This design comes from an exercise in tuning for small area on the open sky130 flow, not from production work.
Function was checked by simulation only, so behaviour that the tests miss may differ from the original.
The clock input has no modelled driver; a real chip could not lean on it and would need a root buffer or a full tree.
Power figures rest on the tool's default switching activity, not on a simulated workload.

Design top, start of the top module:
module top(
    input clk,
    input rst,
    input [3:0] sw,
    input [3:0] btn,
    output led,
    output wire uart_tx_out
    );
Settings: LEC_CHECK=0, CAP_MARGIN=20, CORE_MARGIN=2, CORE_UTILIZATION=75, PLACE_DENSITY=0.9, SLEW_MARGIN=20; clock period 10.0 ns.
standard.sh (not shown) runs the stock make flow with config.mk's settings and CLKGATE_MAP_FILE= SYNTH_SCRIPT=/design/flow/synth_recipe.tcl, a recipe that flattens the netlist after the stock synthesis.
==> flow/flow/run.sh <==
#!/bin/bash
# Own layout flow:
#  1. the standard synthesis (the standard.sh synth);
#  2. its combinational cells re-mapped for area with Yosys/ABC (a few ABC
#     scripts in parallel, abc_*.abc, the smallest result kept), registers
#     untouched (same cells, same instance names);
#  3. the standard ORFS flow up to placement, input/output ports buffered
#     with the smallest buffer;
#  4. a one-level clock tree (clock_tree.tcl) in place of ORFS's CTS step:
#     a root buffer fed by the clock port, driving K leaf buffers, each
#     driving one cluster of register clock pins (the smallest K that keeps
#     the estimated clock-pin slew under SLEW_MAX);
#  5. the standard ORFS flow from global routing to the end.
# Each tool's output goes to a log file of its own in this folder.
set -euo pipefail
W=$PWD
F=$W/flow
PD=$FLOW_HOME/platforms/$FLOW_PLATFORM
R=$W/orfs/results/$FLOW_PLATFORM/top/base
LIB=$PD/lib/sky130_fd_sc_hd__tt_025C_1v80.lib
SLEW_MAX=0.108
LEAF_BUF=sky130_fd_sc_hd__clkbuf_8
ROOT_BUF=sky130_fd_sc_hd__clkbuf_8
PORT_BUF=sky130_fd_sc_hd__buf_1

# 1. standard synthesis
bash standard.sh synth > $W/log_1_synth.txt 2>&1
cp $R/1_2_yosys.v $W/std_1_2_yosys.v

# 2. re-map the combinational cells
yosys -q -l $W/log_2_models.txt -p "read_liberty -ignore_miss_func $LIB; write_verilog -noattr $W/models_all.v"
python3 $F/comb_models.py $W/models_all.v $W/models_comb.v > $W/log_2_models_py.txt 2>&1
for A in $F/abc_*.abc; do
  N=$(basename $A .abc)
  sed "s#@LIB@#$LIB#g; s#@MODELS@#$W/models_comb.v#g; s#@IN@#$W/std_1_2_yosys.v#g; s#@OUT@#$W/reopt_$N.v#g; s#@ABC@#$A#g" \
      $F/reopt.ys > $W/reopt_$N.ys
  yosys -l $W/reopt_$N.log -s $W/reopt_$N.ys > /dev/null 2>&1 &
done
wait
python3 $F/pick.py $W/reopt.v $W/reopt_abc_*.log > $W/log_2_pick.txt 2>&1
python3 $F/check_regs.py $W/std_1_2_yosys.v $W/reopt.v > $W/log_2_check_regs.txt 2>&1
cp $W/reopt.v $R/1_2_yosys.v
rm -f $R/1_synth.odb $R/1_synth.sdc

# 3. floorplan and placement
bash standard.sh "BUFFER_PORTS_ARGS=-buffer_cell $PORT_BUF" place > $W/log_3_place.txt 2>&1

for K in 4 5 6 7 8 9 10 11 12 14 16 20; do
  MYCTS_IN_ODB=$R/3_place.odb MYCTS_IN_SDC=$R/3_place.sdc \
  MYCTS_OUT_ODB=$W/cts_$K.odb MYCTS_OUT_SDC=$W/cts_$K.sdc \
  MYCTS_LIB=$LIB MYCTS_RC=$PD/setRC.tcl MYCTS_N=$K MYCTS_BUF=$LEAF_BUF MYCTS_ROOT=$ROOT_BUF \
      openroad -no_init -exit $F/clock_tree.tcl > $W/log_4_cts_$K.txt 2>&1
  S=$(awk '/^WORST_CLK_SLEW/ {print $2}' $W/log_4_cts_$K.txt)
  echo "$K leaf buffers: worst clock-pin slew $S ns" >> $W/log_4_cts_pick.txt
  if awk -v s="$S" -v m="$SLEW_MAX" 'BEGIN {exit !(s != "" && s < m)}'; then break; fi
done
cp $W/cts_$K.odb $R/4_1_cts.odb
cp $W/cts_$K.sdc $R/4_cts.sdc

# 5. routing and the rest
bash standard.sh "BUFFER_PORTS_ARGS=-buffer_cell $PORT_BUF" finish > $W/log_5_finish.txt 2>&1
Other scripts of this flow, unchanged in this note and not shown: flow/flow/abc_0.abc, flow/flow/abc_1.abc, flow/flow/abc_2.abc, flow/flow/abc_3.abc, flow/flow/check_regs.py, flow/flow/clock_tree.tcl, flow/flow/comb_models.py, flow/flow/pick.py, flow/flow/reopt.ys
Then changed:
--- a/flow/flow/run.sh
+++ b/flow/flow/run.sh
@@ -36,5 +36,4 @@
       $F/reopt.ys > $W/reopt_$N.ys
-  yosys -l $W/reopt_$N.log -s $W/reopt_$N.ys > /dev/null 2>&1 &
-done
-wait
+  echo $N
+done | xargs -P ${NUM_CORES:-4} -I{} sh -c "yosys -l $W/reopt_{}.log -s $W/reopt_{}.ys > /dev/null 2>&1 || true"
 python3 $F/pick.py $W/reopt.v $W/reopt_abc_*.log > $W/log_2_pick.txt 2>&1
==> flow/flow/abc_4.abc (new file) <==
strash
&get -n
&deepsyn -T 150 -S 4
&dch -f
&nf -R 1000
&put
topo
==> flow/flow/abc_5.abc (new file) <==
strash
&get -n
&deepsyn -T 150 -S 5
&dch -f
&nf -R 1000
&put
topo
==> flow/flow/abc_6.abc (new file) <==
strash
&get -n
&deepsyn -T 150 -S 6
&dch -f
&nf -R 1000
&put
topo
==> flow/flow/abc_7.abc (new file) <==
strash
&get -n
&deepsyn -T 150 -S 7
&dch -f
&nf -R 1000
&put
topo
--- a/flow/config.mk
+++ b/flow/config.mk
@@ -9,4 +9,4 @@
 export CORE_MARGIN = 2
-export CORE_UTILIZATION = 75
-export PLACE_DENSITY = 0.9
+export CORE_UTILIZATION = 65
+export PLACE_DENSITY = 0.8
 export SLEW_MARGIN = 20
What happened: Power goes down by 0.58%. Design area goes up by 1.0%. Clock power stays flat. Die area goes up by 15%. Final cell count goes up by 3.9%. Routed wire length goes down by 10%.
Then changed:
--- a/flow/flow/run.sh
+++ b/flow/flow/run.sh
@@ -36,4 +36,5 @@
       $F/reopt.ys > $W/reopt_$N.ys
-  echo $N
-done | xargs -P ${NUM_CORES:-4} -I{} sh -c "yosys -l $W/reopt_{}.log -s $W/reopt_{}.ys > /dev/null 2>&1 || true"
+  yosys -l $W/reopt_$N.log -s $W/reopt_$N.ys > /dev/null 2>&1 &
+done
+wait
 python3 $F/pick.py $W/reopt.v $W/reopt_abc_*.log > $W/log_2_pick.txt 2>&1
removed: flow/flow/abc_4.abc
removed: flow/flow/abc_5.abc
removed: flow/flow/abc_6.abc
removed: flow/flow/abc_7.abc
Cell area does not change.
Setup slack stays the same.
Final cell count does not change.
Wire length does not change.
Power stays the same.
Critical path depth does not change.
Flip-flop and latch count does not change.
Core utilization is unchanged.
Fmax stays the same.
Clock skew stays the same.
First-iteration DRC count stays the same.
No run of this note takes its clock network from TritonCTS; it comes from the design's own scripts or RTL.

static timing again, ports no longer ideal:
The flow's constraints put no driver on any port. The routed layouts listed below were extracted and timed again, unchanged, in two steps.
Step 1: set_driving_cell puts a clkbuf_16 on clk and a buf_2 on each other input, an assumption about the parent block.
Step 2 also shifts input and output timing later by t, the mid clock arrival at the registers, as if the neighbouring blocks saw the same clock.
Three values: no drivers, after step 1, after step 2; two values: the first two.
| run | shift t [ns] | slack for setup (ns) | latest minus earliest clock arrival (ns) |
|---|---|---|---|
| the first run | 0.398 | 4.033 / 4.034 / 3.636 | 0.012 / 0.012 |
| the second run | 0.395 | 4.150 / 4.144 / 3.749 | 0.021 / 0.022 |
| the third run | 0.395 | 4.150 / 4.144 / 3.749 | 0.021 / 0.022 |
After both steps every run listed still meets setup and hold.
